Context: an optimization exercise on an open-source flow, tuned for small area. The choices shown serve that exercise and are no tape-out recipe. The RTL was checked by simulation tests, not by an equivalence proof against the original design.

==> flow/design.v <==
module register_file (sys_clk, sys_rst_n, addr, wdata, strb, wr_en, rd_en, rdata, div_val, div_en, timer_en, error_res, TDR, TCMP, int_en, int_st, int_clr, halt_req, halt_ack, cnt, load_back, cnt_clr, TDR_wr, tdr_wr_en);
	input wire sys_clk, sys_rst_n;
	input wire wr_en, rd_en;		 
	input wire [3:0] strb;
	input wire [11:0] addr;			
	input wire [31:0] wdata;
	output wire[31:0] rdata;		
	output wire error_res;			 
	input wire int_st;				 
	output wire int_en;				 
	output reg int_clr;				 
	output wire [63:0] TDR, TCMP;	 
	input wire [63:0] cnt;			 
	input wire load_back;
	output reg cnt_clr;				 
	output reg tdr_wr_en;			 
	output reg [63:0] TDR_wr;			
	output wire [3:0] div_val;
	output wire div_en, timer_en;
	output wire  halt_req;
	input wire halt_ack;			 
	parameter ADDR_TCR 		= 12'h00;	 
	parameter ADDR_TDR0 	= 12'h04;	 
	parameter ADDR_TDR1 	= 12'h08;
	parameter ADDR_TCMP0	= 12'h0C;	 
	parameter ADDR_TCMP1	= 12'h10;
	parameter ADDR_TIER		= 12'h14;	 
	parameter ADDR_TISR		= 12'h18;	 
	parameter ADDR_THCSR	= 12'h1C;	 
	reg [31:0] TCR, TDR0, TDR1, TCMP0, TCMP1, TIER, TISR, THCSR;
	wire [31:0] mask 	= { {8{strb[3]}}, {8{strb[2]}}, {8{strb[1]}}, {8{strb[0]}}};
	wire [31:0] TDR0_n 	= (TDR0 & ~mask) | (wdata & mask);
	wire [31:0] TDR1_n 	= (TDR1 & ~mask) | (wdata & mask);
	wire addr_is_TCR = (addr == ADDR_TCR);
	wire b0 = strb[0];
	wire b1 = strb[1];
	wire change_div_en 	= wr_en && addr_is_TCR && b0 && (wdata[1] != TCR[1]);
	wire change_div_val	= wr_en && addr_is_TCR && b1 && (wdata[11:8] != TCR[11:8]);
	wire err_illegal_div_val = wr_en && addr_is_TCR && b1 && (wdata[11:8] > 4'd8);
	wire err_change_when_run = TCR[0] && (change_div_en || change_div_val);
	always @(posedge sys_clk or negedge sys_rst_n) begin
		if (!sys_rst_n) begin	 
			TCR 	<= 32'h0000_0100;
			TCMP0 	<= 32'hFFFF_FFFF;
			TCMP1 	<= 32'hFFFF_FFFF;
			TIER 	<= 32'd0;
			TISR[31:1]	<= 31'd0;
			THCSR[31:2]	<= 30'd0;
			THCSR[0]	<= 1'b0;
			cnt_clr		<= 1'b0;
			int_clr		<= 1'b0;
		end else begin
			int_clr	<= 1'b0;
			cnt_clr	<= 1'b0;
			if (wr_en) begin	 
				case (addr)
					ADDR_TCR:
					begin
						TCR[31:12]	<= 20'd0;
						TCR[7:2]	<= 6'd0;
						if (!error_res) begin
							if (b0)	 
								TCR[0]		<= wdata[0];
							if (b0)	 
								TCR[1]		<= wdata[1];
							if (b1)	 
								TCR[11:8]	<= wdata[11:8];
						end
						if (b0 && (TCR[0] == 1'b1) && (wdata[0] == 1'b0)) begin
							cnt_clr	<= 1'b1;
						end
					end
					ADDR_TCMP0:
					begin
						if (strb[0] == 1'b1) begin
							TCMP0[7:0]		<= wdata[7:0];
						end
						if (strb[1] == 1'b1) begin
							TCMP0[15:8]		<= wdata[15:8];
						end
						if (strb[2] == 1'b1) begin
							TCMP0[23:16]	<= wdata[23:16];
						end
						if (strb[3] == 1'b1) begin
							TCMP0[31:24]	<= wdata[31:24];
						end
					end
					ADDR_TCMP1:	
					begin
						if (strb[0] == 1'b1) begin
							TCMP1[7:0]		<= wdata[7:0];
						end
						if (strb[1] == 1'b1) begin
							TCMP1[15:8]		<= wdata[15:8];
						end
						if (strb[2] == 1'b1) begin
							TCMP1[23:16]	<= wdata[23:16];
						end
						if (strb[3] == 1'b1) begin
							TCMP1[31:24]	<= wdata[31:24];
						end
					end
					ADDR_TIER:
					begin
						TIER[31:1]		<= 31'd0;
						if (strb[0] == 1'b1) begin
							TIER[0]			<= wdata[0];	 
						end
					end
					ADDR_TISR:
					begin
						TISR[31:1]		<= 31'd0;
						if (int_st == 1'b1) begin		
							if (wdata[0] == 1'b1 && strb[0] == 1'b1) begin	 
								int_clr	<= 1'b1;
							end 
						end
					end
					ADDR_THCSR:
					begin
						THCSR[31:2]		<= 30'd0;
						if (strb[0] == 1'b1) begin
							THCSR[0]	<= wdata[0];	 
						end
					end
					default: begin
					end 
				endcase
			end 
		end	
	end
	always @(posedge sys_clk or negedge sys_rst_n) begin
		if (!sys_rst_n) begin
			TDR0	<= 32'd0;
			TDR1	<= 32'd0;
			tdr_wr_en	<= 1'b0;
			TDR_wr		<= 64'd0;
		end else begin
			tdr_wr_en	<= 1'b0;	 
			if (wr_en == 1'b1 && addr == ADDR_TDR0) begin	 
				TDR0		<= TDR0_n;	
				tdr_wr_en	<= 1'b1;
				TDR_wr		<= {TDR1, TDR0_n};
			end else if (wr_en == 1'b1 && addr == ADDR_TDR1) begin	 
				TDR1		<= TDR1_n;
				tdr_wr_en	<= 1'b1;
				TDR_wr		<= {TDR1_n, TDR0};
			end else if (load_back == 1'b1) begin	 
				TDR0		<= cnt[31:0];
				TDR1		<= cnt[63:32];
			end
		end
	end
	always @(posedge sys_clk or negedge sys_rst_n) begin
		if (!sys_rst_n)
			TISR[0]		<= 1'b0;
		else
			TISR[0]		<= int_st;
	end	
	always @(posedge sys_clk or negedge sys_rst_n) begin
		if (!sys_rst_n) 
			THCSR[1]	<= 1'b0;
		else
			THCSR[1]	<= halt_ack;
	end
	assign rdata	= 	rd_en? 
						(addr == ADDR_TCR) 	? TCR 	:
						(addr == ADDR_TDR0)	? TDR0	:
						(addr == ADDR_TDR1)	? TDR1	:
						(addr == ADDR_TCMP0)? TCMP0 :
						(addr == ADDR_TCMP1)? TCMP1 :
						(addr == ADDR_TIER)	? TIER	:
						(addr == ADDR_TISR)	? TISR	:
						(addr == ADDR_THCSR)? THCSR	: 32'd0
						:32'd0;
	assign error_res=	err_illegal_div_val || err_change_when_run;
	assign timer_en = 	TCR[0];
	assign div_en 	= 	TCR[1];
	assign div_val	= 	TCR[11:8];
	assign TDR		= 	{TDR0, TDR1};
	assign TCMP		= 	{TCMP0, TCMP1};
	assign int_en 	= 	TIER[0];
	assign halt_req	= 	THCSR[0];
endmodule
module interrupt_control (sys_clk, sys_rst_n, TDR, TCMP, int_en, int_st, int_clr, timer_int);
	input wire sys_clk, sys_rst_n;
	input wire int_en, int_clr;
	input wire [63:0] TDR, TCMP;
	output reg int_st;
	output wire timer_int;
	wire cmp_hit = (TDR == TCMP);
	always @(posedge sys_clk or negedge sys_rst_n) begin
		if (!sys_rst_n) begin
			int_st <= 1'b0;
		end else if (int_clr) begin	 
			int_st <= 1'b0;
		end else if (cmp_hit) begin	 
			int_st <= 1'b1;
		end else 
			int_st <= int_st;
	end
	assign timer_int = int_en ? int_st : 1'b0;
endmodule
module counter_control (sys_clk, sys_rst_n, timer_en, halt_req, div_en, div_val, cnt_en);
	input wire sys_clk, sys_rst_n;
	input wire timer_en, halt_req, div_en;
	input wire [3:0] div_val;
	output reg cnt_en;
	reg [7:0] cnt_div;
	reg timer_en_q;		 
	reg warm_up;		 
	reg div_en_q;		 
	reg [3:0] div_val_q; 
	always @(posedge sys_clk or negedge sys_rst_n) begin
		if (!sys_rst_n) begin
			timer_en_q	<= 1'b0;
		end else begin
			timer_en_q	<= timer_en;
		end
	end
	wire en_rise = timer_en && ~timer_en_q;
	always @(posedge sys_clk or negedge sys_rst_n) begin
		if (!sys_rst_n) begin
			div_en_q 	<= 1'b0;
			div_val_q	<= 4'd0;
		end else begin
			div_en_q	<= div_en;
			div_val_q	<= div_val;
		end
	end	
	wire div_en_rise	= div_en && ~div_en_q;
	wire div_val_chg	= (div_val != div_val_q);
	always @(posedge sys_clk or negedge sys_rst_n) begin
		if (!sys_rst_n) begin
			warm_up	<= 1'b0;
		end	else begin
			warm_up	<= en_rise;
		end
	end
	always @(posedge sys_clk or negedge sys_rst_n) begin
		if (!sys_rst_n) begin
			cnt_en	<= 1'b0;
			cnt_div	<= 8'd0;
		end else if (!timer_en) begin
			cnt_en	<= 1'b0;
			cnt_div	<= 8'd0;
		end else if (halt_req) begin
			cnt_en	<= 1'b0;
			cnt_div	<= cnt_div;
		end else begin
			if (div_val == 4'd0) begin
				if (en_rise) begin
					cnt_en	<= 1'b0;
					cnt_div	<= 8'd0;
				end else begin 
					cnt_en	<= 1'b1;
					cnt_div	<= cnt_div;
				end
			end else begin
				if (!div_en) begin
					if (en_rise) begin
						cnt_en	<= 1'b0;
						cnt_div	<= 8'd0;
					end else begin
						cnt_en	<= 1'b1;
						cnt_div	<= cnt_div;
					end
				end else if (en_rise || div_en_rise || (div_val_chg && timer_en && div_en)) begin
					cnt_en	<= 1'b0;
					cnt_div	<= 8'd0;
				end else if (cnt_div == (8'd1 << div_val) - 1) begin
					if (warm_up) begin
						cnt_en	<= 1'b0;
					end else begin
						cnt_en	<= 1'b1;
					end
					cnt_div	<= 8'd0;
				end else begin
					cnt_div	<= cnt_div + 8'd1;
					cnt_en	<= 1'b0;
				end
			end
		end
	end
endmodule
module counter (sys_clk, sys_rst_n, cnt_en, cnt, load_back, cnt_clr, tdr_wr_en, TDR_wr);
	input wire sys_clk, sys_rst_n;
	input wire cnt_en;
	input wire cnt_clr;
	input wire tdr_wr_en;
	input wire [63:0] TDR_wr;
	output reg [63:0] cnt;
	output reg load_back;
	always @(posedge sys_clk or negedge sys_rst_n) begin
		if (!sys_rst_n) begin
			cnt 		<= 64'd0;
			load_back	<= 1'b0;
		end else if (cnt_clr == 1'b1 || cnt == 64'hFFFF_FFFF_FFFF_FFFF) begin
			cnt 		<= 64'd0;
			load_back	<= 1'b1;
		end else if (tdr_wr_en == 1'b1) begin	 
			cnt			<= TDR_wr;
			load_back	<= 1'b0;
		end else if (cnt_en == 1'b1) begin		 
			cnt 		<= cnt + 1;
			load_back	<= 1'b1;
		end else begin
			load_back	<= 1'b0;
		end
	end
endmodule
module halt_gen (sys_clk, sys_rst_n, dbg_en, halt_req, halt_ack);
	input wire sys_clk, sys_rst_n;
	input wire dbg_en, halt_req;
	output reg halt_ack;
	always @(posedge sys_clk or negedge sys_rst_n) begin
		if (!sys_rst_n) begin
			halt_ack 	<= 1'b0;
		end else
			halt_ack	<= dbg_en & halt_req;		
	end
endmodule
module apb_slave (sys_clk, sys_rst_n, dbg_mode, tim_psel, tim_pwrite, tim_penable, tim_paddr, tim_pwdata, tim_pstrb, strb, tim_pslverr, tim_prdata, tim_pready, error_res, addr, wdata, rdata, wr_en, rd_en);
	input wire sys_clk, sys_rst_n;
	input wire dbg_mode, tim_psel, tim_pwrite, tim_penable;
	input wire [11:0] tim_paddr;
	input wire [31:0] tim_pwdata;
	input wire [3:0] tim_pstrb;
	output reg tim_pready, tim_pslverr;
	output wire [31:0] tim_prdata;
	output wire [11:0] addr;
	output wire [31:0] wdata;
	output reg wr_en, rd_en;
	output wire [3:0] strb;
	input wire [31:0] rdata;
	input wire error_res;
	reg [1:0] present_state, next_state;
	parameter IDLE		= 2'b00;
	parameter SETUP		= 2'b01;
	parameter ACCESS	= 2'b10;
	reg [11:0] 	addr_t;
	reg [31:0] 	wdata_t;
	reg [3:0]	strb_t;
	reg			pwrite_t;
	always @(posedge sys_clk or negedge sys_rst_n) begin
		if (!sys_rst_n) begin
			addr_t		<= 12'd0;
			wdata_t		<= 32'd0;
			pwrite_t	<= 1'b0;
			strb_t		<= 4'hF;
		end else if (tim_psel && !tim_penable) begin	 
			addr_t		<= tim_paddr;
			wdata_t		<= tim_pwdata;
			pwrite_t	<= tim_pwrite;
			strb_t		<= tim_pstrb;
		end
	end
	always @(posedge sys_clk or negedge sys_rst_n) begin
		if (!sys_rst_n)
			present_state	<= IDLE;
		else
			present_state	<= next_state;
	end
	always @(*) begin
		tim_pslverr = 1'b0;
		tim_pready 	= 1'b0;
		wr_en		= 1'b0;
		rd_en		= 1'b0;
		next_state	= present_state;
		case (present_state)
			IDLE: begin
				if (tim_psel && !tim_penable) 
					next_state	= SETUP;
				else
					next_state	= IDLE;
			end
			SETUP: begin
				if (!tim_psel) 
					next_state 	= IDLE;
				else if (tim_penable)
					next_state	= ACCESS;
				else
					next_state	= SETUP;
			end
			ACCESS: begin	
				if (pwrite_t) 
					wr_en	= 1'b1;
				else
					rd_en	= 1'b1;
				tim_pready	= 1'b1;
				tim_pslverr = error_res;
				next_state	= IDLE;
			end
			default: tim_pslverr = 1'b1;
		endcase
	end
	assign tim_prdata 	= rd_en ? rdata : 32'd0;
	assign addr 		= addr_t;
	assign wdata		= wdata_t;
	assign strb			= pwrite_t ? strb_t : 4'b0000;
endmodule
module timer_top (sys_clk, sys_rst_n, tim_psel, tim_pwrite, tim_penable, tim_paddr, tim_pwdata, tim_prdata, tim_pstrb, tim_pready, tim_pslverr, tim_int, dbg_mode); 
	input wire sys_clk, sys_rst_n;
	input wire tim_psel, tim_pwrite, tim_penable, dbg_mode;
	input wire [11:0] tim_paddr;
	input wire [31:0] tim_pwdata;
	input wire [3:0] tim_pstrb;
	output wire [31:0] tim_prdata;
	output wire tim_pready, tim_pslverr, tim_int;
	wire error_res, wr_en, rd_en;
	wire [11:0] addr;
	wire [31:0] wdata, rdata;
	wire [3:0] strb;
	wire timer_en, div_en;
	wire [3:0] div_val;
	wire [63:0] cnt;
	wire cnt_clr, tdr_wr_en;
	wire [63:0] TDR_wr;
	wire load_back;
	wire cnt_en;
	wire [63:0] TDR, TCMP;
	wire int_en, int_st, int_clr;
	wire halt_req, halt_ack;
	apb_slave apb_1 (
		.sys_clk	(sys_clk),
		.sys_rst_n	(sys_rst_n),
		.dbg_mode	(dbg_mode),
		.tim_psel	(tim_psel),
		.tim_pwrite	(tim_pwrite),
		.tim_penable(tim_penable),
		.tim_paddr	(tim_paddr),
		.tim_pwdata	(tim_pwdata),
		.tim_pstrb	(tim_pstrb),
		.tim_pslverr(tim_pslverr),
		.tim_prdata	(tim_prdata),
		.tim_pready	(tim_pready),
		.error_res	(error_res),
		.addr		(addr),
		.wdata		(wdata),
		.rdata		(rdata),
		.wr_en		(wr_en),
		.rd_en		(rd_en),
		.strb		(strb)
	);
	register_file register_1 (
		.sys_clk	(sys_clk),
		.sys_rst_n	(sys_rst_n),
		.addr		(addr),
		.wdata		(wdata),
		.rdata		(rdata),
		.wr_en		(wr_en),
		.rd_en		(rd_en),
		.div_en		(div_en),
		.div_val	(div_val),
		.timer_en	(timer_en),
		.cnt		(cnt),
		.cnt_clr	(cnt_clr),
		.tdr_wr_en	(tdr_wr_en),
		.TDR_wr		(TDR_wr),
		.error_res	(error_res),
		.TDR		(TDR),
		.TCMP		(TCMP),
		.int_en		(int_en),
		.int_st		(int_st),
		.int_clr	(int_clr),
		.halt_req	(halt_req),
		.halt_ack	(halt_ack),
		.strb		(strb),
		.load_back	(load_back)
	);
	counter_control cnt_ctrl_1 (
		.sys_clk	(sys_clk),
		.sys_rst_n	(sys_rst_n),
		.timer_en	(timer_en),
		.halt_req	(halt_ack),
		.div_en		(div_en),
		.div_val	(div_val),
		.cnt_en		(cnt_en)
	);
	counter counter_1 (
		.sys_clk	(sys_clk),
		.sys_rst_n	(sys_rst_n),
		.cnt_en		(cnt_en),
		.cnt		(cnt),
		.cnt_clr	(cnt_clr),
		.tdr_wr_en	(tdr_wr_en),
		.TDR_wr		(TDR_wr),
		.load_back	(load_back)
	);
	interrupt_control int_ctrl_1 (
		.sys_clk	(sys_clk),
		.sys_rst_n	(sys_rst_n),
		.TDR		(TDR),
		.TCMP		(TCMP),
		.int_en		(int_en),
		.int_st		(int_st),
		.int_clr	(int_clr),
		.timer_int	(tim_int)
	);
	halt_gen halt_1 (
		.sys_clk	(sys_clk),
		.sys_rst_n	(sys_rst_n),
		.dbg_en		(dbg_mode),
		.halt_req	(halt_req),
		.halt_ack	(halt_ack)
	);
endmodule
==> flow/run.sh <==
#!/bin/bash
# synth_recipe.tcl (not shown) runs the flow's synth.tcl, then flattens the netlist and writes it again
# the make line also repeats each setting of config.mk as NAME=value (left out here)
make -C /OpenROAD-flow-scripts/flow DESIGN_CONFIG=/design/flow/config.mk WORK_HOME=/design/flow/orfs CLKGATE_MAP_FILE= SYNTH_SCRIPT=/design/flow/synth_recipe.tcl finish
==> flow/config.mk <==
export PLATFORM = sky130hd
export DESIGN_NAME = timer_top
export DESIGN_NICKNAME = timer_top
export VERILOG_FILES = /design/flow/design.v
export SDC_FILE = /design/flow/constraint.sdc
export NUM_CORES = 4
export LEC_CHECK = 0
export CAP_MARGIN = 20
export CORE_MARGIN = 2
export CORE_UTILIZATION = 40
export SLEW_MARGIN = 20
==> flow/constraint.sdc <==
create_clock -name core_clock -period 7.0 [get_ports {sys_clk}]
set_input_delay 1.4000 -clock core_clock [delete_from_list [all_inputs] [get_ports {sys_clk}]]
set_output_delay 1.4000 -clock core_clock [all_outputs]
set_load 0.01 [all_outputs]
==> flow_summary.json <==
{
  "maxCapViolCount": 0,
  "crit_path_end_kind": "primary output",
  "syn-cell-area_mm2": 0.0181,
  "p_leak_nw": 9.19,
  "grt_pass1_wl_um": 93800,
  "maxSlewHeadroom_pct": 33.1,
  "power_mw": 4.41,
  "finalMaxSlewViolations": 0,
  "crit_type": "reg2out",
  "hold-worst-slack_ps": 397,
  "multi_input_area_mm2": 0.00900,
  "dr.pass1.iters": 6,
  "worst_slew_pin_slew_ps": 1000,
  "yosysSeqAreaShare_pct": 47.4,
  "arrival_ps": 3770,
  "fin_cells": 2471,
  "finalCriticalPeriod_ps": 5170,
  "grt_pass1_vias": 14760,
  "final.setup.worst_slack_ps": 1830,
  "grt_max_degree": 154,
  "port-buffer-count": 88,
  "final_cell_mix": "269 x dfrtp_1, 171 x nand2_1, 150 x nor2_1, 129 x a21oi_1, 118 x mux2_2",
  "min_path_cells": 1,
  "async_flop_share_pct": 100,
  "cp_max_fo": 25,
  "ctsResizeCount": 0,
  "synthFlopType": "dfrtp_1",
  "first_iter_violations": 1490,
  "hold_path.class": "reg2reg",
  "seqCellArea_mm2": 0.00857,
  "cts_tree": "built",
  "finalCritPeriodShare_pct": 73.8,
  "synth_seq_cells": 339,
  "numCtsBuffers": 39,
  "die_h_um": 217,
  "clkSinkCount": 339,
  "drive_gt1_share_pct": 17.9,
  "gp_congestion": 0.936,
  "hold_buffers": 0,
  "dieWidth_um": 217,
  "cts_setup_buffers": 0,
  "hpwl_um": 43700,
  "grt_util_all_layers_pct": 26.3,
  "ios": 89,
  "htree_levels": 2,
  "reg2regPathDepth": 11,
  "ys_types": 75,
  "startpoint_type": "flop",
  "synth-warning-count": 6,
  "antenna_left": 0,
  "final_common_cell": "dfrtp_1",
  "vias": 15095,
  "setup_viol": 0,
  "core_area_mm2": 0.0444,
  "pre_cts_ws_ps": 2480,
  "antenna-diode-count": 0,
  "max_freq_mhz": 193,
  "hold_viol": 0,
  "start_util_pct": 40.7,
  "pwr_density_cell_mw_per_mm2": 212,
  "post_drt_wl_per_cell_um": 25.1,
  "setup_tns_ps": 0,
  "syn_to_final_growth_pct": 14.8,
  "dp_cells": 2401,
  "worstSkewPairLatency_ps": 560,
  "clockRootBuffer": "clkbuf_16",
  "grt_antenna_before_repair": 0,
  "cts.clk_slew.worst_paths_ps": 60,
  "grt-ovfl-total": 0,
  "required_ps": 5600,
  "dieArea_mm2": 0.0469,
  "vias_per_cell": 6.11,
  "synth.avg_cell_area_um2": 10.0,
  "fill_cells": 4142,
  "wl_um": 62000,
  "nets": 1911,
  "fin_skew_ps": 20.8,
  "rsz0062_at_grt": "no",
  "synth_edf_count": 0,
  "rows": 77,
  "status": "timing/DRC/antenna clean",
  "drc_errors": 0,
  "synth_nets": 1869,
  "worst_ir_drop_vdd_v": 0.000169,
  "clockBufferDepth": 3,
  "synth_cells": 1808
}
[worst paths after layout]
path / from / end / slack, ps
worst max-delay path: apb_1.addr_t[4] / tim_prdata[17] / 1830
max in group asynchronous: sys_rst_n / apb_1.wdata_t[11] / 4460
min in group asynchronous: sys_rst_n / counter_1.load_back / 920
worst max register to register: apb_1.present_state[0] / register_1.TDR0[1] / 2710
worst min-delay path: register_1.int_clr / int_ctrl_1.int_st / 400
worst min register to register: register_1.int_clr / int_ctrl_1.int_st / 400
[area by class of cell]
| cell class | count | area share (%) |
|---|---|---|
| inverter | 19 | 0.344 |
| tap | 592 | 3.57 |
| timing repair buffer | 112 | 5.20 |
| clock buffer | 54 | 5.46 |
| clock inverter | 16 | 0.796 |
| sequential | 339 | 41.3 |
| multi-input combinational | 1339 | 43.3 |
[worst max-delay path: stages (launching register included)]
cell and delay [ps]:
dfrtp_1 420, nor4_2 430, and2_1 190, buf_4 320
nand2_1 260, nor2_2 420, buf_4 370, nand2_1 80
o21ai_0 110, clkdlybuf4s50_1 590
[cell families after synthesis]
family / synth area share [%]
flip-flops: 47.4
AND/OR/NAND/NOR: 17.0
AO/OA/AOI/OAI: 15.9
buffers and inverters: 3.05
XOR/XNOR: 5.86
multiplexers: 10.3
adder cells (fa/ha/maj): 0.484
[state kept, by name (all words and copies together) (netlist names), 2 cells and up]
register and count:
cnt_ctrl_1.div_val_q 4, register_1.THCSR 2, register_1.TDR0 32, apb_1.strb_t 4, cnt_ctrl_1.cnt_div 8, register_1.TCMP0 32
register_1.TDR_wr 64, register_1.TCR 6, apb_1.addr_t 12, apb_1.wdata_t 32, apb_1.present_state 2, register_1.TCMP1 32
register_1.TDR1 32, counter_1.cnt 64
[synthesized netlist by cell type (8+ instances only)]
cell | n | area (um2)
a211oi_1 | 36 | 270
a21oi_1 | 130 | 651
a222oi_1 | 12 | 120
a22o_1 | 17 | 149
a22oi_1 | 44 | 330
a2bb2oi_1 | 29 | 254
a31oi_1 | 8 | 50.1
and2_0 | 8 | 50.1
and2_1 | 22 | 138
and3_1 | 17 | 106
buf_2 | 28 | 140
clkbuf_1 | 69 | 259
dfrtp_1 | 270 | 6760
dfstp_2 | 69 | 1810
inv_1 | 18 | 67.6
mux2_2 | 118 | 1330
mux2i_1 | 52 | 521
nand2_1 | 171 | 642
nand3_1 | 63 | 315
nand4_1 | 31 | 194
nor2_1 | 154 | 578
nor2b_1 | 19 | 119
nor3_1 | 25 | 125
nor3b_1 | 8 | 60.1
nor4_1 | 24 | 150
o21ai_0 | 86 | 430
o221a_2 | 10 | 113
o22ai_1 | 33 | 206
or3_1 | 12 | 75.1
xnor2_1 | 42 | 368
xor2_1 | 79 | 692
[report_power, final]
part | internal, mW | switching (mW) | total (mW)
combinational | 0.0902 | 0.109 | 0.199
clock | 1.24 | 0.849 | 2.09
sequential | 2.01 | 0.114 | 2.12
[per-layer routing]
layer | vias to the layer above | GRT usage, % | part of all wire [%]
li1 | 6670 | - | -
met1 | 7551 | 37.1 | 43
met2 | 743 | 39.5 | 44
met3 | 131 | 5.15 | 8.9
met4 | 0 | 10.9 | 4.0
met5 | - | 0 | 0
[through the flow]
step	instance area [um2]	util, %
CTS	20800	46.7
floorplan	18100	-
global placement	19500	43.8
detailed placement	19500	43.8
global route	20800	46.7
finish	20800	46.7

[port drivers added, routing unchanged]
No port has a modelled driver above. Below, the same layout with a new extraction and two added sets of constraints. Step 1 assumes that a clkbuf_16 drives the clock port and a buf_2 every other input. Step 2 times the ports against the registers' clock, not the clock port: input delays grow and output delays shrink by t, the midpoint of the rising clock arrivals with the driver on. Slacks: ideal / step 1 / step 2; pairs: ideal / step 1.
shift t [ns]: 0.607
slack for setup (ns): 1.832 / 1.778 / 2.386
worst hold slack (ns): 0.397 / 0.397 / 0.397
worst data-port slew with drivers (ns): 0.05
cell pins on the clock port's net: 1
After both steps this run still meets setup and hold. The setup slack of this run moves by -0.054 ns with the drivers and by +0.554 ns with both steps.
